Source: an optimization exercise on an open RTL-to-GDS flow (aim: small area). Production flows keep margins and buffers that such runs may drop. Only simulation tests tie the RTL to the original design; equivalence was not proved. No activity file was given, so power comes from the tool's default toggle rates.

File: design/flow/design.v
module font(
    input [7:0]  word_column,
    input [7:0]  word_row,
    input [7:0]  pixel_char,
    input [15:0] pixel_cnt,
    output [15:0] x_start,
    output [15:0] x_end,
    output [15:0] y_start,
    output [15:0] y_end,
    output [15:0] pixel    
);
assign x_start = 8'h28 + word_column*16;
assign x_end   = 8'h37 + word_column*16;
assign y_start = 8'h34 + word_row*15;
assign y_end   = 8'h42 + word_row*15;
wire [15:0] symbol_A [15:0];
wire [15:0] symbol_B [15:0];
wire [15:0] symbol_C [15:0];
wire [15:0] symbol_D [15:0];
wire [15:0] symbol_E [15:0];
wire [15:0] symbol_F [15:0];
wire [15:0] symbol_G [15:0];
wire [15:0] symbol_H [15:0];
wire [15:0] symbol_I [15:0];
wire [15:0] symbol_J [15:0];
wire [15:0] symbol_K [15:0];
wire [15:0] symbol_L [15:0];
wire [15:0] symbol_M [15:0];
wire [15:0] symbol_N [15:0];
wire [15:0] symbol_O [15:0];
wire [15:0] symbol_P [15:0];
wire [15:0] symbol_Q [15:0];
wire [15:0] symbol_R [15:0];
wire [15:0] symbol_S [15:0];
wire [15:0] symbol_T [15:0];
wire [15:0] symbol_U [15:0];
wire [15:0] symbol_V [15:0];
wire [15:0] symbol_W [15:0];
wire [15:0] symbol_X [15:0];
wire [15:0] symbol_Y [15:0];
wire [15:0] symbol_Z [15:0];
wire [15:0] _n0 [15:0];
wire [15:0] _n1 [15:0];
wire [15:0] _n2 [15:0];
wire [15:0] _n3 [15:0];
wire [15:0] _n4 [15:0];
wire [15:0] _n5 [15:0];
wire [15:0] _n6 [15:0];
wire [15:0] _n7 [15:0];
wire [15:0] _n8 [15:0];
wire [15:0] _n9 [15:0];
wire [15:0] _space = 16'h0000;
assign symbol_A[0]  = 16'h0000;
assign symbol_A[1]  = 16'h0600;
assign symbol_A[2]  = 16'h0e00;
assign symbol_A[3]  = 16'h0f00;
assign symbol_A[4]  = 16'h1f00;
assign symbol_A[5]  = 16'h1b00;
assign symbol_A[6]  = 16'h1380;
assign symbol_A[7]  = 16'h3f80;
assign symbol_A[8]  = 16'h31c0;
assign symbol_A[9]  = 16'h61c0;
assign symbol_A[10] = 16'h60e0;
assign symbol_A[11] = 16'hf1f0;
assign symbol_A[12] = 16'h0000;
assign symbol_A[13] = 16'h0000;
assign symbol_A[14] = 16'h0000;
assign symbol_A[15] = 16'h0000;
assign symbol_B[0]  = 16'h0000;
assign symbol_B[1]  = 16'hff80;
assign symbol_B[2]  = 16'h73c0;
assign symbol_B[3]  = 16'h71c0;
assign symbol_B[4]  = 16'h71c0;
assign symbol_B[5]  = 16'h7380;
assign symbol_B[6]  = 16'h7f80;
assign symbol_B[7]  = 16'h73c0;
assign symbol_B[8]  = 16'h71c0;
assign symbol_B[9]  = 16'h71c0;
assign symbol_B[10] = 16'h73c0;
assign symbol_B[11] = 16'hff80;
assign symbol_B[12] = 16'h0000;
assign symbol_B[13] = 16'h0000;
assign symbol_B[14] = 16'h0000;
assign symbol_B[15] = 16'h0000;
assign symbol_C[0]  = 16'h0000;
assign symbol_C[1]  = 16'h3fC0;
assign symbol_C[2]  = 16'h79C0;
assign symbol_C[3]  = 16'h70C0;
assign symbol_C[4]  = 16'hE040;
assign symbol_C[5]  = 16'hE000;
assign symbol_C[6]  = 16'hE000;
assign symbol_C[7]  = 16'hE000;
assign symbol_C[8]  = 16'hE000;
assign symbol_C[9]  = 16'h7060;
assign symbol_C[10] = 16'h79C0;
assign symbol_C[11] = 16'h3F80;
assign symbol_C[12] = 16'h0000;
assign symbol_C[13] = 16'h0000;
assign symbol_C[14] = 16'h0000;
assign symbol_C[15] = 16'h0000;
assign symbol_D[0]  = 16'h0000;
assign symbol_D[1]  = 16'hFF80;
assign symbol_D[2]  = 16'h73C0;
assign symbol_D[3]  = 16'h70E0;
assign symbol_D[4]  = 16'h70E0;
assign symbol_D[5]  = 16'h7060;
assign symbol_D[6]  = 16'h7060;
assign symbol_D[7]  = 16'h7060;
assign symbol_D[8]  = 16'h70E0;
assign symbol_D[9]  = 16'h70E0;
assign symbol_D[10] = 16'h73c0;
assign symbol_D[11] = 16'hff80;
assign symbol_D[12] = 16'h0000;
assign symbol_D[13] = 16'h0000;
assign symbol_D[14] = 16'h0000;
assign symbol_D[15] = 16'h0000;
assign symbol_E[0]  = 16'h0000;
assign symbol_E[1]  = 16'hff80;
assign symbol_E[2]  = 16'h7180;
assign symbol_E[3]  = 16'h7080;
assign symbol_E[4]  = 16'h7300;
assign symbol_E[5]  = 16'h7F00;
assign symbol_E[6]  = 16'h7300;
assign symbol_E[7]  = 16'h7100;
assign symbol_E[8]  = 16'h7000;
assign symbol_E[9]  = 16'h70C0;
assign symbol_E[10] = 16'h71C0;
assign symbol_E[11] = 16'hff80;
assign symbol_E[12] = 16'h0000;
assign symbol_E[13] = 16'h0000;
assign symbol_E[14] = 16'h0000;
assign symbol_E[15] = 16'h0000;
assign symbol_F[0]  = 16'hff80;
assign symbol_F[1]  = 16'hff80;
assign symbol_F[2]  = 16'h7180;
assign symbol_F[3]  = 16'h7380;
assign symbol_F[4]  = 16'h7600;
assign symbol_F[5]  = 16'h7e00;
assign symbol_F[6]  = 16'h7e00;
assign symbol_F[7]  = 16'h7200;
assign symbol_F[8]  = 16'h7000;
assign symbol_F[9]  = 16'h7000;
assign symbol_F[10] = 16'hf800;
assign symbol_F[11] = 16'hf800;
assign symbol_F[12] = 16'h0000;
assign symbol_F[13] = 16'h0000;
assign symbol_F[14] = 16'h0000;
assign symbol_F[15] = 16'h0000;
assign symbol_G[0]  = 16'h1fc0;
assign symbol_G[1]  = 16'h3fc0;
assign symbol_G[2]  = 16'h78e0;
assign symbol_G[3]  = 16'hf060;
assign symbol_G[4]  = 16'he1f0;
assign symbol_G[5]  = 16'he1f0;
assign symbol_G[6]  = 16'he0e0;
assign symbol_G[7]  = 16'he0e0;
assign symbol_G[8]  = 16'hf0e0;
assign symbol_G[9]  = 16'h78e0;
assign symbol_G[10] = 16'h7fe0;
assign symbol_G[11] = 16'h1fc0;
assign symbol_G[12] = 16'h0000;
assign symbol_G[13] = 16'h0000;
assign symbol_G[14] = 16'h0000;
assign symbol_G[15] = 16'h0000;
assign symbol_H[0]  = 16'h70e0;
assign symbol_H[1]  = 16'h70e0;
assign symbol_H[2]  = 16'h70e0;
assign symbol_H[3]  = 16'h7f30;
assign symbol_H[4]  = 16'h7fe0;
assign symbol_H[5]  = 16'h7fe0;
assign symbol_H[6]  = 16'h7fe0;
assign symbol_H[7]  = 16'h7fe0;
assign symbol_H[8]  = 16'h70e0;
assign symbol_H[9]  = 16'h70e0;
assign symbol_H[10] = 16'h70e0;
assign symbol_H[11] = 16'h70e0;
assign symbol_H[12] = 16'h70e0;
assign symbol_H[13] = 16'h0000;
assign symbol_H[14] = 16'h0000;
assign symbol_H[15] = 16'h0000;
assign symbol_I[0]  = 16'h7c00;
assign symbol_I[1]  = 16'h7c00;
assign symbol_I[2]  = 16'h7c00;
assign symbol_I[3]  = 16'h3800;
assign symbol_I[4]  = 16'h3800;
assign symbol_I[5]  = 16'h3800;
assign symbol_I[6]  = 16'h3800;
assign symbol_I[7]  = 16'h3800;
assign symbol_I[8]  = 16'h3800;
assign symbol_I[9]  = 16'h3800;
assign symbol_I[10] = 16'h7c00;
assign symbol_I[11] = 16'h7c00;
assign symbol_I[12] = 16'h7c00;
assign symbol_I[13] = 16'h0000;
assign symbol_I[14] = 16'h0000;
assign symbol_I[15] = 16'h0000;
assign symbol_J[0]  = 16'h7c00;
assign symbol_J[1]  = 16'h7e00;
assign symbol_J[2]  = 16'h1800;
assign symbol_J[3]  = 16'h1800;
assign symbol_J[4]  = 16'h1800;
assign symbol_J[5]  = 16'h1800;
assign symbol_J[6]  = 16'h1800;
assign symbol_J[7]  = 16'h1800;
assign symbol_J[8]  = 16'h5800;
assign symbol_J[9]  = 16'hf800;
assign symbol_J[10] = 16'hf800;
assign symbol_J[11] = 16'hf000;
assign symbol_J[12] = 16'h0000;
assign symbol_J[13] = 16'h0000;
assign symbol_J[14] = 16'h0000;
assign symbol_J[15] = 16'h0000;
assign symbol_K[0]  = 16'hfbe0;
assign symbol_K[1]  = 16'hfbe0;
assign symbol_K[2]  = 16'h7780;
assign symbol_K[3]  = 16'h7f00;
assign symbol_K[4]  = 16'h7e00;
assign symbol_K[5]  = 16'h7c00;
assign symbol_K[6]  = 16'h7e00;
assign symbol_K[7]  = 16'h7f00;
assign symbol_K[8]  = 16'h7f80;
assign symbol_K[9]  = 16'h77c0;
assign symbol_K[10] = 16'hfbf0;
assign symbol_K[11] = 16'hfbf0;
assign symbol_K[12] = 16'h0000;
assign symbol_K[13] = 16'h0000;
assign symbol_K[14] = 16'h0000;
assign symbol_K[15] = 16'h0000;
assign symbol_L[0]  = 16'hf800;
assign symbol_L[1]  = 16'hfc00;
assign symbol_L[2]  = 16'h7000;
assign symbol_L[3]  = 16'h7000;
assign symbol_L[4]  = 16'h7000;
assign symbol_L[5]  = 16'h7000;
assign symbol_L[6]  = 16'h7000;
assign symbol_L[7]  = 16'h7040;
assign symbol_L[8]  = 16'h70c0;
assign symbol_L[9]  = 16'h71c0;
assign symbol_L[10] = 16'hffc0;
assign symbol_L[11] = 16'hff80;
assign symbol_L[12] = 16'h0000;
assign symbol_L[13] = 16'h0000;
assign symbol_L[14] = 16'h0000;
assign symbol_L[15] = 16'h0000;
assign symbol_M[0]  = 16'hf03c;
assign symbol_M[1]  = 16'hf83c;
assign symbol_M[2]  = 16'h7878;
assign symbol_M[3]  = 16'h7878;
assign symbol_M[4]  = 16'h7cf8;
assign symbol_M[5]  = 16'h7cf8;
assign symbol_M[6]  = 16'h7ff8;
assign symbol_M[7]  = 16'h6fb8;
assign symbol_M[8]  = 16'h6fb8;
assign symbol_M[9]  = 16'h67b8;
assign symbol_M[10] = 16'hf77c;
assign symbol_M[11] = 16'hf37c;
assign symbol_M[12] = 16'h0000;
assign symbol_M[13] = 16'h0000;
assign symbol_M[14] = 16'h0000;
assign symbol_M[15] = 16'h0000;
assign symbol_N[0]  = 16'hf1f0;
assign symbol_N[1]  = 16'hf9f0;
assign symbol_N[2]  = 16'h7840;
assign symbol_N[3]  = 16'h7c40;
assign symbol_N[4]  = 16'h7e40;
assign symbol_N[5]  = 16'h7f40;
assign symbol_N[6]  = 16'h6fc0;
assign symbol_N[7]  = 16'h67c0;
assign symbol_N[8]  = 16'h63c0;
assign symbol_N[9]  = 16'h61c0;
assign symbol_N[10] = 16'hf8c0;
assign symbol_N[11] = 16'hf8c0;
assign symbol_N[12] = 16'h0000;
assign symbol_N[13] = 16'h0000;
assign symbol_N[14] = 16'h0000;
assign symbol_N[15] = 16'h0000;
assign symbol_O[0]  = 16'h1f80;
assign symbol_O[1]  = 16'h7fc0;
assign symbol_O[2]  = 16'h79e0;
assign symbol_O[3]  = 16'hf0e0;
assign symbol_O[4]  = 16'he0e0;
assign symbol_O[5]  = 16'he060;
assign symbol_O[6]  = 16'he060;
assign symbol_O[7]  = 16'he0e0;
assign symbol_O[8]  = 16'hf0e0;
assign symbol_O[9]  = 16'h79e0;
assign symbol_O[10] = 16'h7fc0;
assign symbol_O[11] = 16'h3f80;
assign symbol_O[12] = 16'h0000;
assign symbol_O[13] = 16'h0000;
assign symbol_O[14] = 16'h0000;
assign symbol_O[15] = 16'h0000;
assign symbol_P[0]  = 16'hff00;
assign symbol_P[1]  = 16'hff80;
assign symbol_P[2]  = 16'h7780;
assign symbol_P[3]  = 16'h7380;
assign symbol_P[4]  = 16'h7780;
assign symbol_P[5]  = 16'h7f80;
assign symbol_P[6]  = 16'h7f00;
assign symbol_P[7]  = 16'h7000;
assign symbol_P[8]  = 16'h7000;
assign symbol_P[9]  = 16'h7000;
assign symbol_P[10] = 16'hf800;
assign symbol_P[11] = 16'hf800;
assign symbol_P[12] = 16'h0000;
assign symbol_P[13] = 16'h0000;
assign symbol_P[14] = 16'h0000;
assign symbol_P[15] = 16'h0000;
assign symbol_Q[0]  = 16'h0000;
assign symbol_Q[1]  = 16'h0000;
assign symbol_Q[2]  = 16'h0000;
assign symbol_Q[3]  = 16'h7e00;
assign symbol_Q[4]  = 16'h6600;
assign symbol_Q[5]  = 16'he600;
assign symbol_Q[6]  = 16'hc600;
assign symbol_Q[7]  = 16'hc600;
assign symbol_Q[8]  = 16'he600;
assign symbol_Q[9]  = 16'hfe00;
assign symbol_Q[10] = 16'h7e00;
assign symbol_Q[11] = 16'h0600;
assign symbol_Q[12] = 16'h0600;
assign symbol_Q[13] = 16'h0600;
assign symbol_Q[14] = 16'h0700;
assign symbol_Q[15] = 16'h0000;
assign symbol_R[0]  = 16'hff00;
assign symbol_R[1]  = 16'hff80;
assign symbol_R[2]  = 16'h7780;
assign symbol_R[3]  = 16'h7380;
assign symbol_R[4]  = 16'h7780;
assign symbol_R[5]  = 16'h7f80;
assign symbol_R[6]  = 16'h7f00;
assign symbol_R[7]  = 16'h7f00;
assign symbol_R[8]  = 16'h7780;
assign symbol_R[9]  = 16'h73c0;
assign symbol_R[10] = 16'hfbe0;
assign symbol_R[11] = 16'hf9e0;
assign symbol_R[12] = 16'h0000;
assign symbol_R[13] = 16'h0000;
assign symbol_R[14] = 16'h0000;
assign symbol_R[15] = 16'h0000;
assign symbol_S[0]  = 16'h3f00;
assign symbol_S[1]  = 16'h7f00;
assign symbol_S[2]  = 16'h6700;
assign symbol_S[3]  = 16'h7300;
assign symbol_S[4]  = 16'h7f00;
assign symbol_S[5]  = 16'h7e00;
assign symbol_S[6]  = 16'h3f00;
assign symbol_S[7]  = 16'h4f00;
assign symbol_S[8]  = 16'h4780;
assign symbol_S[9]  = 16'h6780;
assign symbol_S[10] = 16'h7f00;
assign symbol_S[11] = 16'h7f00;
assign symbol_S[12] = 16'h0000;
assign symbol_S[13] = 16'h0000;
assign symbol_S[14] = 16'h0000;
assign symbol_S[15] = 16'h0000;
assign symbol_T[0]  = 16'hffc0;
assign symbol_T[1]  = 16'hffc0;
assign symbol_T[2]  = 16'hccc0;
assign symbol_T[3]  = 16'h8c40;
assign symbol_T[4]  = 16'h0c00;
assign symbol_T[5]  = 16'h0c00;
assign symbol_T[6]  = 16'h0c00;
assign symbol_T[7]  = 16'h0c00;
assign symbol_T[8]  = 16'h0c00;
assign symbol_T[9]  = 16'h0c00;
assign symbol_T[10] = 16'h3f00;
assign symbol_T[11] = 16'h3f00;
assign symbol_T[12] = 16'h0000;
assign symbol_T[13] = 16'h0000;
assign symbol_T[14] = 16'h0000;
assign symbol_T[15] = 16'h0000;
assign symbol_U[0]  = 16'hf9f0;
assign symbol_U[1]  = 16'hf9f0;
assign symbol_U[2]  = 16'h7040;
assign symbol_U[3]  = 16'h7040;
assign symbol_U[4]  = 16'h7040;
assign symbol_U[5]  = 16'h7040;
assign symbol_U[6]  = 16'h7040;
assign symbol_U[7]  = 16'h7040;
assign symbol_U[8]  = 16'h70c0;
assign symbol_U[9]  = 16'h79c0;
assign symbol_U[10] = 16'h3fc0;
assign symbol_U[11] = 16'h3f80;
assign symbol_U[12] = 16'h0000;
assign symbol_U[13] = 16'h0000;
assign symbol_U[14] = 16'h0000;
assign symbol_U[15] = 16'h0000;
assign symbol_V[0]  = 16'hf8f0;
assign symbol_V[1]  = 16'hf8f0;
assign symbol_V[2]  = 16'h70e0;
assign symbol_V[3]  = 16'h78c0;
assign symbol_V[4]  = 16'h39c0;
assign symbol_V[5]  = 16'h3d80;
assign symbol_V[6]  = 16'h1d80;
assign symbol_V[7]  = 16'h1f80;
assign symbol_V[8]  = 16'h0f00;
assign symbol_V[9]  = 16'h0f00;
assign symbol_V[10] = 16'h0600;
assign symbol_V[11] = 16'h0600;
assign symbol_V[12] = 16'h0000;
assign symbol_V[13] = 16'h0000;
assign symbol_V[14] = 16'h0000;
assign symbol_V[15] = 16'h0000;
assign symbol_W[0]  = 16'hf7de;
assign symbol_W[1]  = 16'hffde;
assign symbol_W[2]  = 16'h738c;
assign symbol_W[3]  = 16'h73cc;
assign symbol_W[4]  = 16'h3bdc;
assign symbol_W[5]  = 16'h3bd8;
assign symbol_W[6]  = 16'h3ff8;
assign symbol_W[7]  = 16'h1ef8;
assign symbol_W[8]  = 16'h1ef0;
assign symbol_W[9]  = 16'h1e70;
assign symbol_W[10] = 16'h0c60;
assign symbol_W[11] = 16'h0c60;
assign symbol_W[12] = 16'h0000;
assign symbol_W[13] = 16'h0000;
assign symbol_W[14] = 16'h0000;
assign symbol_W[15] = 16'h0000;
assign symbol_X[0]  = 16'h0000;
assign symbol_X[1]  = 16'hfdf0;
assign symbol_X[2]  = 16'h3dc0;
assign symbol_X[3]  = 16'h3f80;
assign symbol_X[4]  = 16'h1f00;
assign symbol_X[5]  = 16'h0f00;
assign symbol_X[6]  = 16'h0f00;
assign symbol_X[7]  = 16'h1f80;
assign symbol_X[8]  = 16'h3bc0;
assign symbol_X[9]  = 16'h7bc0;
assign symbol_X[10] = 16'h73f0;
assign symbol_X[11] = 16'hf3f0;
assign symbol_X[12] = 16'h0000;
assign symbol_X[13] = 16'h0000;
assign symbol_X[14] = 16'h0000;
assign symbol_X[15] = 16'h0000;
assign symbol_Y[0]  = 16'h0000;
assign symbol_Y[1]  = 16'hf9f0;
assign symbol_Y[2]  = 16'h79c0;
assign symbol_Y[3]  = 16'h39c0;
assign symbol_Y[4]  = 16'h3f80;
assign symbol_Y[5]  = 16'h1f00;
assign symbol_Y[6]  = 16'h0f00;
assign symbol_Y[7]  = 16'h0e00;
assign symbol_Y[8]  = 16'h0e00;
assign symbol_Y[9]  = 16'h0e00;
assign symbol_Y[10] = 16'h1f00;
assign symbol_Y[11] = 16'h1f00;
assign symbol_Y[12] = 16'h0000;
assign symbol_Y[13] = 16'h0000;
assign symbol_Y[14] = 16'h0000;
assign symbol_Y[15] = 16'h0000;
assign symbol_Z[0]  = 16'h0000;
assign symbol_Z[1]  = 16'h7fc0;
assign symbol_Z[2]  = 16'h6780;
assign symbol_Z[3]  = 16'h4f00;
assign symbol_Z[4]  = 16'h0f00;
assign symbol_Z[5]  = 16'h1e00;
assign symbol_Z[6]  = 16'h3c00;
assign symbol_Z[7]  = 16'h3c00;
assign symbol_Z[8]  = 16'h78c0;
assign symbol_Z[9]  = 16'hf0c0;
assign symbol_Z[10] = 16'hffc0;
assign symbol_Z[11] = 16'hff80;
assign symbol_Z[12] = 16'h0000;
assign symbol_Z[13] = 16'h0000;
assign symbol_Z[14] = 16'h0000;
assign symbol_Z[15] = 16'h0000;
assign _n0[0]  = 16'h0000;
assign _n0[1]  = 16'h7e00;
assign _n0[2]  = 16'h7600;
assign _n0[3]  = 16'h7600;
assign _n0[4]  = 16'he700;
assign _n0[5]  = 16'he700;
assign _n0[6]  = 16'he700;
assign _n0[7]  = 16'he700;
assign _n0[8]  = 16'he700;
assign _n0[9]  = 16'h6600;
assign _n0[10] = 16'h7e00;
assign _n0[11] = 16'h3c00;
assign _n0[12] = 16'h0000;
assign _n0[13] = 16'h0000;
assign _n0[14] = 16'h0000;
assign _n0[15] = 16'h0000;
assign _n1[0]  = 16'h0000;
assign _n1[1]  = 16'h1e00;
assign _n1[2]  = 16'h3e00;
assign _n1[3]  = 16'h3e00;
assign _n1[4]  = 16'h3e00;
assign _n1[5]  = 16'h0e00;
assign _n1[6]  = 16'h0e00;
assign _n1[7]  = 16'h0e00;
assign _n1[8]  = 16'h0e00;
assign _n1[9]  = 16'h0e00;
assign _n1[10] = 16'h0e00;
assign _n1[11] = 16'h3f80;
assign _n1[12] = 16'h3f80;
assign _n1[13] = 16'h0000;
assign _n1[14] = 16'h0000;
assign _n1[15] = 16'h0000;
assign _n2[0]  = 16'h0000;
assign _n2[1]  = 16'h7f80;
assign _n2[2]  = 16'h7f80;
assign _n2[3]  = 16'h6380;
assign _n2[4]  = 16'h0380;
assign _n2[5]  = 16'h0380;
assign _n2[6]  = 16'h0780;
assign _n2[7]  = 16'h0f00;
assign _n2[8]  = 16'h3e00;
assign _n2[9]  = 16'h7c00;
assign _n2[10] = 16'h7fc0;
assign _n2[11] = 16'h7fc0;
assign _n2[12] = 16'h7fc0;
assign _n2[13] = 16'h0000;
assign _n2[14] = 16'h0000;
assign _n2[15] = 16'h0000;
assign _n3[0]  = 16'h0000;
assign _n3[1]  = 16'h7f80;
assign _n3[2]  = 16'h7f80;
assign _n3[3]  = 16'h6380;
assign _n3[4]  = 16'h0f80;
assign _n3[5]  = 16'h0f80;
assign _n3[6]  = 16'h0f80;
assign _n3[7]  = 16'h0f80;
assign _n3[8]  = 16'h0180;
assign _n3[9]  = 16'h4380;
assign _n3[10] = 16'h7f80;
assign _n3[11] = 16'h7f80;
assign _n3[12] = 16'h7f00;
assign _n3[13] = 16'h0000;
assign _n3[14] = 16'h0000;
assign _n3[15] = 16'h0000;
assign _n4[0]  = 16'h0000;
assign _n4[1]  = 16'h0f00;
assign _n4[2]  = 16'h1f00;
assign _n4[3]  = 16'h3f00;
assign _n4[4]  = 16'h3f00;
assign _n4[5]  = 16'h7b00;
assign _n4[6]  = 16'hffc0;
assign _n4[7]  = 16'hffc0;
assign _n4[8]  = 16'hffc0;
assign _n4[9]  = 16'hffc0;
assign _n4[10] = 16'h0300;
assign _n4[11] = 16'h0300;
assign _n4[12] = 16'h0300;
assign _n4[13] = 16'h0000;
assign _n4[14] = 16'h0000;
assign _n4[15] = 16'h0000;
assign _n5[0]  = 16'h0000;
assign _n5[1]  = 16'h7f80;
assign _n5[2]  = 16'h7f80;
assign _n5[3]  = 16'h7000;
assign _n5[4]  = 16'h7800;
assign _n5[5]  = 16'h7f00;
assign _n5[6]  = 16'h7f80;
assign _n5[7]  = 16'h7f80;
assign _n5[8]  = 16'h01c0;
assign _n5[9]  = 16'h43c0;
assign _n5[10] = 16'h7f80;
assign _n5[11] = 16'h7f80;
assign _n5[12] = 16'h7f00;
assign _n5[13] = 16'h0000;
assign _n5[14] = 16'h0000;
assign _n5[15] = 16'h0000;
assign _n6[0]  = 16'h0000;
assign _n6[1]  = 16'h3f80;
assign _n6[2]  = 16'h7f80;
assign _n6[3]  = 16'h7800;
assign _n6[4]  = 16'h7f80;
assign _n6[5]  = 16'h7f80;
assign _n6[6]  = 16'h7fc0;
assign _n6[7]  = 16'h61c0;
assign _n6[8]  = 16'h61c0;
assign _n6[9]  = 16'h71c0;
assign _n6[10] = 16'h7fc0;
assign _n6[11] = 16'h7f80;
assign _n6[12] = 16'h3f00;
assign _n6[13] = 16'h0000;
assign _n6[14] = 16'h0000;
assign _n6[15] = 16'h0000;
assign _n7[0]  = 16'h0000;
assign _n7[1]  = 16'h7fc0;
assign _n7[2]  = 16'h7fc0;
assign _n7[3]  = 16'h0380;
assign _n7[4]  = 16'h0380;
assign _n7[5]  = 16'h0700;
assign _n7[6]  = 16'h0f00;
assign _n7[7]  = 16'h0e00;
assign _n7[8]  = 16'h1e00;
assign _n7[9]  = 16'h1c00;
assign _n7[10] = 16'h3c00;
assign _n7[11] = 16'h3800;
assign _n7[12] = 16'h3800;
assign _n7[13] = 16'h0000;
assign _n7[14] = 16'h0000;
assign _n7[15] = 16'h0000;
assign _n8[0]  = 16'h0000;
assign _n8[1]  = 16'h7f80;
assign _n8[2]  = 16'h7f80;
assign _n8[3]  = 16'h7180;
assign _n8[4]  = 16'h7b80;
assign _n8[5]  = 16'h7f80;
assign _n8[6]  = 16'h7f80;
assign _n8[7]  = 16'h7fc0;
assign _n8[8]  = 16'he3c0;
assign _n8[9]  = 16'hf1c0;
assign _n8[10] = 16'h7fc0;
assign _n8[11] = 16'h7f80;
assign _n8[12] = 16'h3f00;
assign _n8[13] = 16'h0000;
assign _n8[14] = 16'h0000;
assign _n8[15] = 16'h0000;
assign _n9[0]  = 16'h0000;
assign _n9[1]  = 16'h7f80;
assign _n9[2]  = 16'h7f80;
assign _n9[3]  = 16'he380;
assign _n9[4]  = 16'he1c0;
assign _n9[5]  = 16'hffc0;
assign _n9[6]  = 16'h7fc0;
assign _n9[7]  = 16'h7fc0;
assign _n9[8]  = 16'h1f80;
assign _n9[9]  = 16'h0780;
assign _n9[10] = 16'h3f80;
assign _n9[11] = 16'h3f00;
assign _n9[12] = 16'h3e00;
assign _n9[13] = 16'h0000;
assign _n9[14] = 16'h0000;
assign _n9[15] = 16'h0000;
wire [15:0] pixel_a   = (symbol_A[pixel_cnt/16][15-(pixel_cnt%16)]) ? 16'h07e0:16'h0000;
wire [15:0] pixel_b   = (symbol_B[pixel_cnt/16][15-(pixel_cnt%16)]) ? 16'h07e0:16'h0000;
wire [15:0] pixel_c   = (symbol_C[pixel_cnt/16][15-(pixel_cnt%16)]) ? 16'h07e0:16'h0000;
wire [15:0] pixel_d   = (symbol_D[pixel_cnt/16][15-(pixel_cnt%16)]) ? 16'h07e0:16'h0000;
wire [15:0] pixel_e   = (symbol_E[pixel_cnt/16][15-(pixel_cnt%16)]) ? 16'h07e0:16'h0000;
wire [15:0] pixel_f   = (symbol_F[pixel_cnt/16][15-(pixel_cnt%16)]) ? 16'h07e0:16'h0000;
wire [15:0] pixel_g   = (symbol_G[pixel_cnt/16][15-(pixel_cnt%16)]) ? 16'h07e0:16'h0000;
wire [15:0] pixel_h   = (symbol_H[pixel_cnt/16][15-(pixel_cnt%16)]) ? 16'h07e0:16'h0000;
wire [15:0] pixel_i   = (symbol_I[pixel_cnt/16][15-(pixel_cnt%16)]) ? 16'h07e0:16'h0000;
wire [15:0] pixel_j   = (symbol_J[pixel_cnt/16][15-(pixel_cnt%16)]) ? 16'h07e0:16'h0000;
wire [15:0] pixel_k   = (symbol_K[pixel_cnt/16][15-(pixel_cnt%16)]) ? 16'h07e0:16'h0000;
wire [15:0] pixel_l   = (symbol_L[pixel_cnt/16][15-(pixel_cnt%16)]) ? 16'h07e0:16'h0000;
wire [15:0] pixel_m   = (symbol_M[pixel_cnt/16][15-(pixel_cnt%16)]) ? 16'h07e0:16'h0000;
wire [15:0] pixel_n   = (symbol_N[pixel_cnt/16][15-(pixel_cnt%16)]) ? 16'h07e0:16'h0000;
wire [15:0] pixel_o   = (symbol_O[pixel_cnt/16][15-(pixel_cnt%16)]) ? 16'h07e0:16'h0000;
wire [15:0] pixel_p   = (symbol_P[pixel_cnt/16][15-(pixel_cnt%16)]) ? 16'h07e0:16'h0000;
wire [15:0] pixel_q   = (symbol_Q[pixel_cnt/16][15-(pixel_cnt%16)]) ? 16'h07e0:16'h0000;
wire [15:0] pixel_r   = (symbol_R[pixel_cnt/16][15-(pixel_cnt%16)]) ? 16'h07e0:16'h0000;
wire [15:0] pixel_s   = (symbol_S[pixel_cnt/16][15-(pixel_cnt%16)]) ? 16'h07e0:16'h0000;
wire [15:0] pixel_t   = (symbol_T[pixel_cnt/16][15-(pixel_cnt%16)]) ? 16'h07e0:16'h0000;
wire [15:0] pixel_u   = (symbol_U[pixel_cnt/16][15-(pixel_cnt%16)]) ? 16'h07e0:16'h0000;
wire [15:0] pixel_v   = (symbol_V[pixel_cnt/16][15-(pixel_cnt%16)]) ? 16'h07e0:16'h0000;
wire [15:0] pixel_w   = (symbol_W[pixel_cnt/16][15-(pixel_cnt%16)]) ? 16'h07e0:16'h0000;
wire [15:0] pixel_x   = (symbol_X[pixel_cnt/16][15-(pixel_cnt%16)]) ? 16'h07e0:16'h0000;
wire [15:0] pixel_y   = (symbol_Y[pixel_cnt/16][15-(pixel_cnt%16)]) ? 16'h07e0:16'h0000;
wire [15:0] pixel_z   = (symbol_Z[pixel_cnt/16][15-(pixel_cnt%16)]) ? 16'h07e0:16'h0000;
wire [15:0] pixel_n0   = (_n0[pixel_cnt/16][15-(pixel_cnt%16)]) ? 16'h07e0:16'h0000;
wire [15:0] pixel_n1   = (_n1[pixel_cnt/16][15-(pixel_cnt%16)]) ? 16'h07e0:16'h0000;
wire [15:0] pixel_n2   = (_n2[pixel_cnt/16][15-(pixel_cnt%16)]) ? 16'h07e0:16'h0000;
wire [15:0] pixel_n3   = (_n3[pixel_cnt/16][15-(pixel_cnt%16)]) ? 16'h07e0:16'h0000;
wire [15:0] pixel_n4   = (_n4[pixel_cnt/16][15-(pixel_cnt%16)]) ? 16'h07e0:16'h0000;
wire [15:0] pixel_n5   = (_n5[pixel_cnt/16][15-(pixel_cnt%16)]) ? 16'h07e0:16'h0000;
wire [15:0] pixel_n6   = (_n6[pixel_cnt/16][15-(pixel_cnt%16)]) ? 16'h07e0:16'h0000;
wire [15:0] pixel_n7   = (_n7[pixel_cnt/16][15-(pixel_cnt%16)]) ? 16'h07e0:16'h0000;
wire [15:0] pixel_n8   = (_n8[pixel_cnt/16][15-(pixel_cnt%16)]) ? 16'h07e0:16'h0000;
wire [15:0] pixel_n9   = (_n9[pixel_cnt/16][15-(pixel_cnt%16)]) ? 16'h07e0:16'h0000;
wire [15:0] ch_z  = ( pixel_char == 8'h5a)? pixel_z : 16'h0000;
wire [15:0] ch_y  = ( pixel_char == 8'h59)? pixel_y : ch_z;
wire [15:0] ch_x  = ( pixel_char == 8'h58)? pixel_x : ch_y;
wire [15:0] ch_w  = ( pixel_char == 8'h57)? pixel_w : ch_x;
wire [15:0] ch_v  = ( pixel_char == 8'h56)? pixel_v : ch_w;
wire [15:0] ch_u  = ( pixel_char == 8'h55)? pixel_u : ch_v;
wire [15:0] ch_t  = ( pixel_char == 8'h54)? pixel_t : ch_u;
wire [15:0] ch_s  = ( pixel_char == 8'h53)? pixel_s : ch_t;
wire [15:0] ch_r  = ( pixel_char == 8'h52)? pixel_r : ch_s;
wire [15:0] ch_q  = ( pixel_char == 8'h51)? pixel_q : ch_r;
wire [15:0] ch_p  = ( pixel_char == 8'h50)? pixel_p : ch_q;
wire [15:0] ch_o  = ( pixel_char == 8'h4f)? pixel_o : ch_p;
wire [15:0] ch_n  = ( pixel_char == 8'h4e)? pixel_n : ch_o;
wire [15:0] ch_m  = ( pixel_char == 8'h4d)? pixel_m : ch_n;
wire [15:0] ch_l  = ( pixel_char == 8'h4c)? pixel_l : ch_m;
wire [15:0] ch_k  = ( pixel_char == 8'h4b)? pixel_k : ch_l;
wire [15:0] ch_j  = ( pixel_char == 8'h4a)? pixel_j : ch_k;
wire [15:0] ch_i  = ( pixel_char == 8'h49)? pixel_i : ch_j;
wire [15:0] ch_h  = ( pixel_char == 8'h48)? pixel_h : ch_i;
wire [15:0] ch_g  = ( pixel_char == 8'h47)? pixel_g : ch_h;
wire [15:0] ch_f  = ( pixel_char == 8'h46)? pixel_f : ch_g;
wire [15:0] ch_e  = ( pixel_char == 8'h45)? pixel_e : ch_f;
wire [15:0] ch_d  = ( pixel_char == 8'h44)? pixel_d : ch_e;
wire [15:0] ch_c  = ( pixel_char == 8'h43)? pixel_c : ch_d;
wire [15:0] ch_b  = ( pixel_char == 8'h42)? pixel_b : ch_c;
wire [15:0] ch_a  = ( pixel_char == 8'h41)? pixel_a : ch_b;
wire [15:0] ch_n9 = ( pixel_char == 8'h39)? pixel_n9 : ch_a;
wire [15:0] ch_n8 = ( pixel_char == 8'h38)? pixel_n8 : ch_n9;
wire [15:0] ch_n7 = ( pixel_char == 8'h37)? pixel_n7 : ch_n8;
wire [15:0] ch_n6 = ( pixel_char == 8'h36)? pixel_n6 : ch_n7;
wire [15:0] ch_n5 = ( pixel_char == 8'h35)? pixel_n5 : ch_n6;
wire [15:0] ch_n4 = ( pixel_char == 8'h34)? pixel_n4 : ch_n5;
wire [15:0] ch_n3 = ( pixel_char == 8'h33)? pixel_n3 : ch_n4;
wire [15:0] ch_n2 = ( pixel_char == 8'h32)? pixel_n2 : ch_n3;
wire [15:0] ch_n1 = ( pixel_char == 8'h31)? pixel_n1 : ch_n2;
wire [15:0] ch    = ( pixel_char == 8'h30)? pixel_n0 : ch_n1;
assign pixel = ch;
endmodule
module lcd(
	input clk,  
	input resetn,
    output led_blink,
	output lcd_resetn,
	output lcd_cs,
	output lcd_rs,
	output lcd_data
);
localparam MAX_CMDS = 69;
wire [8:0] init_cmd[MAX_CMDS:0];
assign init_cmd[ 0] = 9'h036;
assign init_cmd[ 1] = 9'h1a0;
assign init_cmd[ 2] = 9'h03A;
assign init_cmd[ 3] = 9'h105;
assign init_cmd[ 4] = 9'h0B2;
assign init_cmd[ 5] = 9'h10C;
assign init_cmd[ 6] = 9'h10C;
assign init_cmd[ 7] = 9'h100;
assign init_cmd[ 8] = 9'h133;
assign init_cmd[ 9] = 9'h133;
assign init_cmd[10] = 9'h0B7;
assign init_cmd[11] = 9'h135;
assign init_cmd[12] = 9'h0BB;
assign init_cmd[13] = 9'h119;
assign init_cmd[14] = 9'h0C0;
assign init_cmd[15] = 9'h12C;
assign init_cmd[16] = 9'h0C2;
assign init_cmd[17] = 9'h101;
assign init_cmd[18] = 9'h0C3;
assign init_cmd[19] = 9'h112;
assign init_cmd[20] = 9'h0C4;
assign init_cmd[21] = 9'h120;
assign init_cmd[22] = 9'h0C6;
assign init_cmd[23] = 9'h10F;
assign init_cmd[24] = 9'h0D0;
assign init_cmd[25] = 9'h1A4;
assign init_cmd[26] = 9'h1A1;
assign init_cmd[27] = 9'h0E0;
assign init_cmd[28] = 9'h1D0;
assign init_cmd[29] = 9'h104;
assign init_cmd[30] = 9'h10D;
assign init_cmd[31] = 9'h111;
assign init_cmd[32] = 9'h113;
assign init_cmd[33] = 9'h12B;
assign init_cmd[34] = 9'h13F;
assign init_cmd[35] = 9'h154;
assign init_cmd[36] = 9'h14C;
assign init_cmd[37] = 9'h118;
assign init_cmd[38] = 9'h10D;
assign init_cmd[39] = 9'h10B;
assign init_cmd[40] = 9'h11F;
assign init_cmd[41] = 9'h123;
assign init_cmd[42] = 9'h0E1;
assign init_cmd[43] = 9'h1D0;
assign init_cmd[44] = 9'h104;
assign init_cmd[45] = 9'h10C;
assign init_cmd[46] = 9'h111;
assign init_cmd[47] = 9'h113;
assign init_cmd[48] = 9'h12C;
assign init_cmd[49] = 9'h13F;
assign init_cmd[50] = 9'h144;
assign init_cmd[51] = 9'h151;
assign init_cmd[52] = 9'h12F;
assign init_cmd[53] = 9'h11F;
assign init_cmd[54] = 9'h11F;
assign init_cmd[55] = 9'h120;
assign init_cmd[56] = 9'h123;
assign init_cmd[57] = 9'h021;
assign init_cmd[58] = 9'h029;
assign init_cmd[59] = 9'h02A;  
assign init_cmd[60] = 9'h100;
assign init_cmd[61] = 9'h128;
assign init_cmd[62] = 9'h100;
assign init_cmd[63] = 9'h137;
assign init_cmd[64] = 9'h02B;  
assign init_cmd[65] = 9'h100;
assign init_cmd[66] = 9'h134;
assign init_cmd[67] = 9'h100;
assign init_cmd[68] = 9'h142;
assign init_cmd[69] = 9'h02C;  
reg [23:0] blink_cnt;
reg blink;
always @(posedge clk or negedge resetn) begin
    if (~resetn) begin 
        blink_cnt <= 0;
        blink     <= 0;
    end
    else begin 
        if(blink_cnt < 24'd134999) begin   
            blink_cnt <= blink_cnt + 1'b1; 
            blink     <= blink; 
        end else begin 
            blink_cnt <= 0;
            blink     <= ~blink; 
        end
    end
end 
assign led_blink = blink;
wire [7:0]  word_column;
wire [7:0]  word_row   ;
wire [7:0]  pixel_char;
wire [15:0] pixel_cnt;
wire [15:0] x_start;
wire [15:0] x_end;
wire [15:0] y_start;
wire [15:0] y_end;
wire [15:0] pixel;
font u_font(
    .word_column(word_column),
    .word_row(word_row),
    .pixel_char(pixel_char),
    .pixel_cnt(pixel_cnt),
    .x_start(x_start),
    .x_end(x_end),
    .y_start(y_start),
    .y_end(y_end),
    .pixel(pixel) );
localparam INIT_RESET   = 4'b0000;  
localparam INIT_PREPARE = 4'b0001;  
localparam INIT_WAKEUP  = 4'b0010;  
localparam INIT_SNOOZE  = 4'b0011;  
localparam INIT_WORKING = 4'b0100;  
localparam INIT_DONE    = 4'b0101;  
localparam INIT_10MS      = 4'b0111;
localparam INIT_NEXT_WORD = 4'b1001;
localparam INIT_PIXEL     = 4'b1011;
localparam CNT_10MS  = 32'd2700;     
localparam CNT_100MS = 32'd27000;
localparam CNT_120MS = 32'd32400;
localparam CNT_200MS = 32'd54000;
reg [ 3:0] init_state;
reg [ 6:0] cmd_index;
reg [31:0] clk_cnt;
reg [ 4:0] bit_loop;
reg lcd_cs_r;
reg lcd_rs_r;
reg lcd_reset_r;
reg [ 7:0] spi_data;
reg [ 7:0] word_column1;
reg [ 7:0] word_row1   ;
reg [ 7:0] pixel_char1;
reg [15:0] pixel_cnt1;
reg if_init_done;
reg lcd_cs_r2;
reg lcd_rs_r2;
reg lcd_reset_r2;
reg [7:0] spi_data2;
reg [7:0]  word_column2;
reg [7:0]  word_row2   ;
reg [7:0]  pixel_char2;
reg [15:0] pixel_cnt2;
reg [31:0] printcmd;
reg [31:0] printcmd_r;
reg cmd_en_wr;
always @(posedge clk) begin
    if(~resetn) begin 
        printcmd_r <= 0;
    end
    else begin 
        if(cmd_en_wr) begin
            printcmd_r       <= printcmd;
        end
        else begin  
            printcmd_r[31:24] <= 8'd0;
        end
   end
end
reg [31:0] printcmd_2r;
assign lcd_resetn = (~if_init_done) ? lcd_reset_r : lcd_reset_r2;
assign lcd_cs     = (~if_init_done) ? lcd_cs_r    : lcd_cs_r2;
assign lcd_rs     = (~if_init_done) ? lcd_rs_r    : lcd_rs_r2;
assign lcd_data   = (~if_init_done) ? spi_data[7] : spi_data2[7];  
assign  word_column = (~if_init_done) ? word_column1 : word_column2;
assign  word_row    = (~if_init_done) ? word_row1    : word_row2;
assign  pixel_char  = (~if_init_done) ? pixel_char1  : pixel_char2;
assign  pixel_cnt   = (~if_init_done) ? pixel_cnt1   : pixel_cnt2; 
reg [7:0] cmd_cnt;
reg [2:0] char_cnt;
always@(posedge clk or negedge resetn) begin 
	if (~resetn) begin
		clk_cnt <= 0;
		cmd_index <= 0;
		init_state <= INIT_RESET;
		lcd_cs_r <= 1;
		lcd_rs_r <= 1;
		lcd_reset_r <= 0;
		spi_data <= 8'hFF;
		bit_loop <= 0;
		char_cnt <= 0;
        cmd_cnt <= 0;
        word_column1 <= 0;
        word_row1    <= 0;
        pixel_char1  <= 8'h30;
        pixel_cnt1   <= 0;    
        if_init_done <= 0;
 	end else begin
		case (init_state)
			INIT_RESET : begin
				if (clk_cnt == CNT_100MS) begin
					clk_cnt <= 0;
					init_state <= INIT_PREPARE;
					lcd_reset_r <= 1;
				end else begin
					clk_cnt <= clk_cnt + 1;
				end
			end
			INIT_PREPARE : begin
				if (clk_cnt == CNT_200MS) begin
					clk_cnt <= 0;
					init_state <= INIT_WAKEUP;
				end else begin
					clk_cnt <= clk_cnt + 1;
				end
			end
			INIT_WAKEUP : begin
				if (bit_loop == 0) begin
					lcd_cs_r <= 0;
					lcd_rs_r <= 0;
					spi_data <= 8'h11;  
					bit_loop <= bit_loop + 1;
				end else if (bit_loop == 8) begin
					lcd_cs_r <= 1;
					lcd_rs_r <= 1;
					bit_loop <= 0;
					init_state <= INIT_SNOOZE;
				end else begin
					spi_data <= { spi_data[6:0], 1'b1 };
					bit_loop <= bit_loop + 1;
				end
			end
			INIT_SNOOZE : begin
				if (clk_cnt == CNT_120MS) begin
					clk_cnt <= 0;
					init_state <= INIT_WORKING;
				end else begin
					clk_cnt <= clk_cnt + 1;
				end
			end
			INIT_WORKING : begin
				if (cmd_index == MAX_CMDS + 1) begin
					init_state <= INIT_DONE;
				end else begin
					if (bit_loop == 0) begin
						lcd_cs_r <= 0;
						lcd_rs_r <= init_cmd[cmd_index][8];
						spi_data <= init_cmd[cmd_index][7:0];
						bit_loop <= bit_loop + 1;
					end else if (bit_loop == 8) begin
						lcd_cs_r <= 1;
						lcd_rs_r <= 1;
						bit_loop <= 0;
						cmd_index <= cmd_index + 1;  
					end else begin
						spi_data <= { spi_data[6:0], 1'b1 };
						bit_loop <= bit_loop + 1;
					end
				end
			end
			INIT_DONE : begin
				if (pixel_cnt == 240) begin
					init_state <= INIT_10MS;  
                    clk_cnt    <= 0;
                    word_column1<= 1;
                    char_cnt   <= 1;
                    pixel_cnt1  <= 0;
				end else begin
					if (bit_loop == 0) begin
						lcd_cs_r <= 0;
						lcd_rs_r <= 1;
						spi_data <= pixel[15:8];
						bit_loop <= bit_loop + 1;
					end else if (bit_loop == 8) begin
						spi_data <= pixel[7:0];
						bit_loop <= bit_loop + 1;
					end else if (bit_loop == 16) begin
						lcd_cs_r <= 1;
						lcd_rs_r <= 1;
						bit_loop <= 0;
						pixel_cnt1 <= pixel_cnt1 + 1;  
					end 
                    else begin
						spi_data <= { spi_data[6:0], 1'b1 };
						bit_loop <= bit_loop + 1;
					end
				end
			end
            INIT_10MS : begin 
                if (clk_cnt == CNT_10MS) begin
					clk_cnt <= 0;
                    cmd_cnt <= 0;
					init_state <= INIT_NEXT_WORD;
				end else begin
					clk_cnt <= clk_cnt + 1;
				end
            end
           INIT_NEXT_WORD : begin 
                if (cmd_cnt ==  11) begin
					init_state <= INIT_PIXEL;
				end else begin
					if (bit_loop == 0) begin
                        lcd_cs_r <= 0;
                        case (cmd_cnt)
                            0:begin 
                                lcd_rs_r <= 0;
                                spi_data <= 8'h2a;
                            end
                            1:begin 
                                lcd_rs_r <= 1;
                                spi_data <= x_start[15:8];
                            end
                            2:begin 
                                lcd_rs_r <= 1;
                                spi_data <= x_start[7:0];
                            end
                            3:begin 
                                lcd_rs_r <= 1;
                                spi_data <= x_end[15:8];
                            end                 
                            4:begin 
                                lcd_rs_r <= 1;
                                spi_data <= x_end[7:0];
                            end
                            5:begin 
                                lcd_rs_r <= 0;
                                spi_data <= 8'h2b;
                            end
                            6:begin 
                                lcd_rs_r <= 1;
                                spi_data <= y_start[15:8];
                            end
                            7:begin 
                                lcd_rs_r <= 1;
                                spi_data <= y_start[7:0];
                            end
                            8:begin 
                                lcd_rs_r <= 1;
                                spi_data <= y_end[15:8];
                            end
                            9:begin 
                                lcd_rs_r <= 1;
                                spi_data <= y_end[7:0];
                            end
                            10:begin 
                                lcd_rs_r <= 0;
                                spi_data <= 8'h2c;
                            end
                            default:begin 
                                ;
                            end
                        endcase
						bit_loop <= bit_loop + 1;
					end else if (bit_loop == 8) begin
						lcd_cs_r <= 1;
						lcd_rs_r <= 1;
						bit_loop <= 0;
						cmd_cnt <= cmd_cnt + 1;  
					end else begin
						spi_data <= { spi_data[6:0], 1'b1 };
						bit_loop <= bit_loop + 1;
					end
				end                
           end
           INIT_PIXEL : begin
                if (pixel_cnt == 240) begin
                    if( word_row1 <= 8 && word_column1 < 15) begin
                        char_cnt   <= char_cnt +1;
                        init_state <= INIT_10MS;
                        pixel_cnt1  <= 0;
                        clk_cnt    <= 0;
                        word_column1 <= word_column1+1;
                        if ( pixel_char1 == 8'h5b) begin 
                             pixel_char1 <= 8'h30;
                        end else begin 
                             pixel_char1 <= pixel_char1+1;
                        end
                    end
                    else if ( word_row1 <= 8 && word_column1 == 15 )begin
                          char_cnt   <= char_cnt +1;
                          init_state <= INIT_10MS;
                          pixel_cnt1  <= 0;
                          clk_cnt    <= 0; 
                          word_column1 <= 0;
                          word_row1   <= word_row1+1;
                          if ( pixel_char1 == 8'h5b) begin 
                             pixel_char1 <= 8'h30;
                           end else begin 
                             pixel_char1 <= pixel_char1+1;
                           end
                    end
                    else if ( word_row1 > 8)begin
                          init_state <= init_state;
                          if_init_done <= 1;
                    end
                    else begin
                          init_state <= init_state;
                          if_init_done <= 1;
                    end
				end else begin
					if (bit_loop == 0) begin
						lcd_cs_r <= 0;
						lcd_rs_r <= 1;
						spi_data <= pixel[15:8];
						bit_loop <= bit_loop + 1;
					end else if (bit_loop == 8) begin
						spi_data <= pixel[7:0];
						bit_loop <= bit_loop + 1;
					end else if (bit_loop == 16) begin
						lcd_cs_r <= 1;
						lcd_rs_r <= 1;
						bit_loop <= 0;
						pixel_cnt1 <= pixel_cnt1 + 1;  
					end 
                    else begin
						spi_data <= { spi_data[6:0], 1'b1 };
						bit_loop <= bit_loop + 1;
					end
				end
           end
		endcase
	end
end
reg [3:0] state;
reg [ 7:0] cmd_cnt2;
reg [ 2:0] char_cnt2;
reg [31:0] clk_cnt2;
reg [ 4:0] bit_loop2;
always@(posedge clk or negedge resetn) begin 
    if (~resetn) begin
       	lcd_cs_r2 <= 1;
		lcd_rs_r2 <= 1;
		lcd_reset_r2 <= 1;
		spi_data2 <= 8'hFF;
        word_column2 <= 0;
        word_row2    <= 0;
        pixel_char2  <= 8'h41;
        pixel_cnt2   <= 0;
        state     <= 4'd0;
        char_cnt2 <= 0;
        cmd_cnt2  <= 0;
        bit_loop2 <= 0;
        clk_cnt2  <= 0;
    end 
    else begin
        case (state) 
            4'd0 :begin 
                if( printcmd_r[31:24] == 8'h01 ) begin 
                      state        <= 4'd1;
                      word_column2 <= printcmd_r[23:16];
                      word_row2    <= printcmd_r[15:8];
                      pixel_char2  <= printcmd_r[7:0];
                end
                else begin 
                    state <= state;
                end
            end
            4'd1 : begin 
                if (clk_cnt2 == CNT_10MS) begin
					clk_cnt2 <= 0;
                    cmd_cnt2 <= 0;
					state    <= 4'd2;
				end else begin
					clk_cnt2 <= clk_cnt2 + 1;
				end
            end
           4'd2 : begin 
                if (cmd_cnt2 ==  11) begin
					state <= 4'd3;
				end else begin
					if (bit_loop2 == 0) begin
                        lcd_cs_r2 <= 0;
                        case (cmd_cnt2)
                            0:begin 
                                lcd_rs_r2 <= 0;
                                spi_data2 <= 8'h2a;
                            end
                            1:begin 
                                lcd_rs_r2 <= 1;
                                spi_data2 <= x_start[15:8];
                            end
                            2:begin 
                                lcd_rs_r2 <= 1;
                                spi_data2 <= x_start[7:0];
                            end
                            3:begin 
                                lcd_rs_r2 <= 1;
                                spi_data2 <= x_end[15:8];
                            end                 
                            4:begin 
                                lcd_rs_r2 <= 1;
                                spi_data2 <= x_end[7:0];
                            end
                            5:begin 
                                lcd_rs_r2 <= 0;
                                spi_data2 <= 8'h2b;
                            end
                            6:begin 
                                lcd_rs_r2 <= 1;
                                spi_data2 <= y_start[15:8];
                            end
                            7:begin 
                                lcd_rs_r2 <= 1;
                                spi_data2 <= y_start[7:0];
                            end
                            8:begin 
                                lcd_rs_r2 <= 1;
                                spi_data2 <= y_end[15:8];
                            end
                            9:begin 
                                lcd_rs_r2 <= 1;
                                spi_data2 <= y_end[7:0];
                            end
                            10:begin 
                                lcd_rs_r2 <= 0;
                                spi_data2 <= 8'h2c;
                            end
                            default:begin 
                                ;
                            end
                        endcase
						bit_loop2 <= bit_loop2 + 1;
					end else if (bit_loop2 == 8) begin
						lcd_cs_r2 <= 1;
						lcd_rs_r2 <= 1;
						bit_loop2 <= 0;
						cmd_cnt2 <= cmd_cnt2 + 1;  
					end else begin
						spi_data2 <= { spi_data2[6:0], 1'b1 };
						bit_loop2 <= bit_loop2 + 1;
					end
				end                
           end
           4'd3 : begin
                if (pixel_cnt2 == 240) begin
                    state <= 4'd0;
                    pixel_cnt2 <= 0;
                    bit_loop2  <= 0;
                    spi_data2  <= 0;
                    lcd_cs_r2 <= 1'b1;
                    clk_cnt2 <= 0;
                    cmd_cnt2 <= 0;
				end else begin
					if (bit_loop2 == 0) begin
						lcd_cs_r2 <= 1'b0;
						lcd_rs_r2 <= 1'b1;
						spi_data2 <= pixel[15:8];
						bit_loop2 <= bit_loop2 + 1'b1;
					end else if (bit_loop2 == 8) begin
						spi_data2 <= pixel[7:0];
						bit_loop2 <= bit_loop2 + 1'b1;
					end else if (bit_loop2 == 16) begin
						lcd_cs_r2 <= 1;
						lcd_rs_r2 <= 1;
						bit_loop2 <= 0;
						pixel_cnt2 <= pixel_cnt2 + 1'b1;  
					end 
                    else begin
						spi_data2 <= { spi_data2[6:0], 1'b1 };
						bit_loop2 <= bit_loop2 + 1'b1;
					end
				end
           end
           default: begin 
                ;
           end
        endcase
    end
end
reg [31:0] clk_cnt3;
always@(posedge clk or negedge resetn) begin 
    if(~resetn) begin 
        cmd_en_wr <= 0;
        printcmd  <= 32'd0;
        clk_cnt3  <= 0;
    end
    else begin 
        if(if_init_done) begin
              clk_cnt3 <= clk_cnt3 +1'b1;
        end
        if(clk_cnt3     == CNT_100MS*1 ) begin
            cmd_en_wr <= 1;
            printcmd  <= {8'h01,8'd0,8'd0,8'h00};
        end
        else if(clk_cnt3 == CNT_100MS*3 ) begin
            cmd_en_wr <= 1;
            printcmd  <= {8'h01,8'd6,8'd6,8'h45};
        end
        else if(clk_cnt3 == CNT_100MS*5 ) begin
            cmd_en_wr <= 1;
            printcmd  <= {8'h01,8'd14,8'd7,8'h41};
        end
        else if(clk_cnt3 == CNT_100MS*7 ) begin
            cmd_en_wr <= 1;
            printcmd  <= {8'h01,8'd10,8'd8,8'h42};
        end
        else begin 
            cmd_en_wr <= 0;
        end
    end
end
endmodule
File: design/flow/run.sh
#!/bin/bash
# synth_recipe.tcl (not shown) runs the flow's synth.tcl, then flattens the netlist and writes it again
# the make line also repeats each setting of config.mk as NAME=value (left out here)
make -C /OpenROAD-flow-scripts/flow DESIGN_CONFIG=/design/flow/config.mk WORK_HOME=/design/flow/orfs CLKGATE_MAP_FILE= SYNTH_SCRIPT=/design/flow/synth_recipe.tcl finish
File: design/flow/config.mk
export PLATFORM = sky130hd
export DESIGN_NAME = lcd
export DESIGN_NICKNAME = lcd
export VERILOG_FILES = /design/flow/design.v
export SDC_FILE = /design/flow/constraint.sdc
export NUM_CORES = 4
export LEC_CHECK = 0
export CAP_MARGIN = 20
export CORE_MARGIN = 2
export CORE_UTILIZATION = 40
export SLEW_MARGIN = 20
File: design/flow/constraint.sdc
create_clock -name core_clock -period 10.0 [get_ports {clk}]
set_input_delay 2.0000 -clock core_clock [delete_from_list [all_inputs] [get_ports {clk}]]
set_output_delay 2.0000 -clock core_clock [all_outputs]
set_load 0.01 [all_outputs]
==> results.txt <==
- finished clean — outcome
- flip-flop — capturing element type of the critical path
- 110 — count of cell types in the netlist
- 10 — drt pass-1 iters
- 0 — final hold violation count
- 6.41% — fraction of synthesized cell area in xor and xnor cells
- 0.06 ns — Reg clk slew, reported paths
- 1.20 ns — Tightest Pin Transition
- sky130_fd_sc_hd__dfrtp_1, sky130_fd_sc_hd__nor2_1, sky130_fd_sc_hd__nand2_1 — dominant cells by area after synthesis
- 8.43% — layout cells sized above 1
- 25.7% — area share of the largest cell type after synthesis
- 22400 sq um — mapped cell area
- 40.6% — starting density of the core
- false — RSZ-0062 raised after global routing
- 55200 sq um — core area
- 0 — Resized cells post-CTS
- 3093 — number of DRC markers after the initial detailed-route iteration
- 241 um — Die Wd
- 2 — initial antenna violation count
- 92.7 nW/um^2 — total power divided by cell area
- 5499 — number of filler cells placed in the layout
- 4.31% — adder and majority cell fraction of the synthesized area
- 31.6% — GRT Total Usage
- 261 — Sinks on Clock Net
- flip-flop to flip-flop — Hold WC Path Type
- 3538 — post-placement cell count
- 31 — TritonCTS Buffers
- 3 — Longest Clk Path Bufs
- 165 MHz — achievable clock frequency
- 19.7% — remaining max-slew budget at the tightest pin
- 10.52 ns — required time at the endpoint of the critical path
- 0.59 ns — clock latency at the later pin of the worst-skew pair
- 128 uV — maximum ir drop on the vdd rail
- 60.5% — share of the cycle needed by the critical path after routing
- 97.3% — fraction of registers with async set or reset after synthesis
- sky130_fd_sc_hd__nor2_1 — most repeated cell in the gate-level netlist after synthesis
- 1.78% — mux cell area share after synthesis
- 0 — DR DRC count
- 14900 sq um — Multi-input gate area
- 168 — maximum number of pins on one net before global-route repair
- 141 mm — global-route wire length before repair
- 1.08 — RePlAce Congestion
- done — TritonCTS clock tree
- 23.9k — vias after detailed routing
- 0 — post-CTS setup buffer count
- 24300 sq um — area of all placed cells without fillers
- 26.1% — Synth Area in Compound Gates
- 8.22% — area overhead of the layout relative to synthesis
- 0 — number of enable-type register cells in the synthesized netlist
- 0 — number of diodes added for antenna fixing
- simple AND/OR/NAND/NOR gates — combinational family with the most area after synthesis
- 261 — number of register bits inferred by synthesis
- 9.58 nW — leakage power summed over all cells
- 0 — number of slew-limit violations in the final report
- 3596 — count of placed standard cells in the final layout, fillers left out
- 6.57 ns — data arrival time of the critical path
- sky130_fd_sc_hd__clkbuf_16 — clock tree root driver cell
- 29.1% — proportion of synthesized chip area in sequential cells
- 65.0 mm — detailed placement HPWL
- 27.6% — Simple-Gate Fraction of Synth Area
- 6 — Port Buffers
- 2.25 mW — Tot Pwr
- 22.4k — vias in the first global route
- 0.0200 ns — worst clock skew
- 241 um — Die Y
- 57900 sq um — die area
- 0 — reported max-cap violation count
- 6.05 ns — Final min period
- 0 — CTS Hold Bufs
- flip-flop — CP startpoint kind
- sky130_fd_sc_hd__nor2_1, sky130_fd_sc_hd__nand2_1, sky130_fd_sc_hd__dfrtp_1 — cell types with the highest counts after synthesis
- 2892 — NumNets Final
- 0 — Setup Viol. Count Final
- 2 — number of synthesis warnings
- 7.72 sq um — synthesized area divided by synthesized cell count
- sky130_fd_sc_hd__dfrtp_1 — Primary FF master, synth
- 7 — Ports
- 51 — Worst Path Max Fanout
- 6530 sq um — area taken by flip-flops and latches
- 23200 sq um — Cell Area, Placed
- 25.7 um — wire length per cell after detailed routing
- 6.65 — routed via count divided by cell count
- 2902 — post-synthesis instance total
- 0 — final antenna-violating net count
- 0 — total congestion overflow after global routing
- flip-flop to flip-flop — Crit Path Class
- 92.3 mm — total detailed-routing wirelength
- 1 — CTS H-tree lvls
- 86 — placement row count
- 0 ns — Fin Setup TNS
- sky130_fd_sc_hd__dfrtp_1 — cell type contributing the most total cell area after synthesis
[per-stage QoR]
stage	setup WS (ns)	hold WS [ns]	utilization, %
floorplan	3.74	0.432	-
global route	3.45	0.429	43.9
detailed placement	4.05	0.388	42.0
finish	3.95	0.410	43.9
global placement	4.14	0.391	42.0
CTS	4.02	0.401	43.9
[cell usage in the layout, fill, tap and decap left out, types with 52 or more instances in the layout]
cell                         n
sky130_fd_sc_hd__nor2_1    302
sky130_fd_sc_hd__nand2_1   294
sky130_fd_sc_hd__dfrtp_1   229
sky130_fd_sc_hd__o21ai_0   196
sky130_fd_sc_hd__a21oi_1   190
sky130_fd_sc_hd__nand3_1   130
sky130_fd_sc_hd__nor3_1     90
sky130_fd_sc_hd__xor2_1     85
sky130_fd_sc_hd__xnor2_1    79
sky130_fd_sc_hd__inv_1      77
sky130_fd_sc_hd__buf_4      58
sky130_fd_sc_hd__ha_1       54
sky130_fd_sc_hd__nand2b_1   52
[cell families (layout without fill, tap and decap cells)]
| logic type | after synthesis | after routing |
|---|---|---|
| simple gates | 1235 | 1235 |
| compound gates | 872 | 872 |
| flops | 261 | 261 |
| buf+inv | 261 | 202 |
| xor+xnor | 164 | 164 |
| fa+ha+maj | 70 | 70 |
| mux | 38 | 38 |
| other cells | 1 | 6 |
[worst max-delay path, cell delays in order (launching register included)]
cell,delay (ns)
sky130_fd_sc_hd__dfrtp_4,0.79
sky130_fd_sc_hd__inv_1,0.55
sky130_fd_sc_hd__a21boi_0,0.45
sky130_fd_sc_hd__inv_1,0.18
sky130_fd_sc_hd__fa_1,0.57
sky130_fd_sc_hd__fa_1,0.43
sky130_fd_sc_hd__ha_1,0.38
sky130_fd_sc_hd__nand4_1,0.13
sky130_fd_sc_hd__nand4b_1,0.16
sky130_fd_sc_hd__xor2_1,0.59
sky130_fd_sc_hd__nor3b_1,0.64
sky130_fd_sc_hd__nand2_1,0.14
sky130_fd_sc_hd__xor2_1,0.21
sky130_fd_sc_hd__o211ai_1,0.14
sky130_fd_sc_hd__a211oi_1,0.30
sky130_fd_sc_hd__nand4_1,0.14
sky130_fd_sc_hd__a21o_1,0.19
[final timing paths]
kind	start	endpoint	slack, ns	cells past startpoint
max	if_init_done	spi_data[2]	3.95	16
min reg2reg	word_row1[4]	word_row1[4]	0.41	0
min	word_row1[4]	word_row1[4]	0.41	0
max reg2reg	if_init_done	spi_data[2]	3.95	16
max in group asynchronous	resetn	blink_cnt[22]	7.15	2
min in group asynchronous	resetn	clk_cnt[17]	1.43	1
[power breakdown]
| group | total (mW) | leakage, nW | switching (mW) | internal (mW) |
|---|---|---|---|---|
| sequential | 1.06 | 3.49 | 0.00167 | 1.06 |
| combinational | 0.0283 | 5.57 | 0.0226 | 0.00570 |
| clock | 1.16 | 0.523 | 0.475 | 0.685 |
| total | 2.25 | 9.58 | 0.499 | 1.75 |
[layout make-up]
class / instances / area share (%)
clock buffers: 39 / 3.53
clock inverters: 19 / 0.794
inverters: 79 / 1.22
multi-input cells: 2385 / 61.5
flip-flops and latches: 261 / 26.9
well taps: 748 / 3.86
repair buffers: 65 / 2.15
[sequential cells by signal, indices dropped and copies added, names as in the netlist, 5 cells and up]
signal and cells:
blink_cnt 24, clk_cnt2 32, word_column1 8, cmd_cnt 8, printcmd_r 7, clk_cnt 32
printcmd 7, clk_cnt3 32, pixel_cnt2 16, spi_data 8, cmd_index 7, pixel_char1 8
bit_loop 5, bit_loop2 5, spi_data2 8, word_row1 8, cmd_cnt2 8, pixel_cnt1 16
[routing by layer]
layer  track usage, %  vias up  share of wire, %
li1                 -    10600                 -
met1             42.2    11500                41
met2             47.8     1402                42
met3             8.09      382                11
met4             14.7        2               5.9
met5                0        -             0.012

-- separate check: timing with driven ports --
Ports are ideal in the flow. The routed layout listed here was re-timed in OpenROAD. Step 1 assumes that a clkbuf_16 drives the clock port and a buf_2 every other input. Step 2 times the ports against the registers' clock, not the clock port: input delays grow and output delays shrink by t, the midpoint of the rising clock arrivals with the driver on. Slacks: ideal / step 1 / step 2; pairs: ideal / step 1.
t, ns: 0.641
slack for setup (ns): 3.951 / 3.951 / 3.951
worst setup path after step 2: register to register
clock arrival spread, ns: 0.021 / 0.022
slew at the worst register clock pin (ns): 0.07 / 0.07
After both steps setup and hold are still met in this run. For this run, drivers alone change the setup slack by 0.000 ns; drivers and shift together by 0.000 ns.
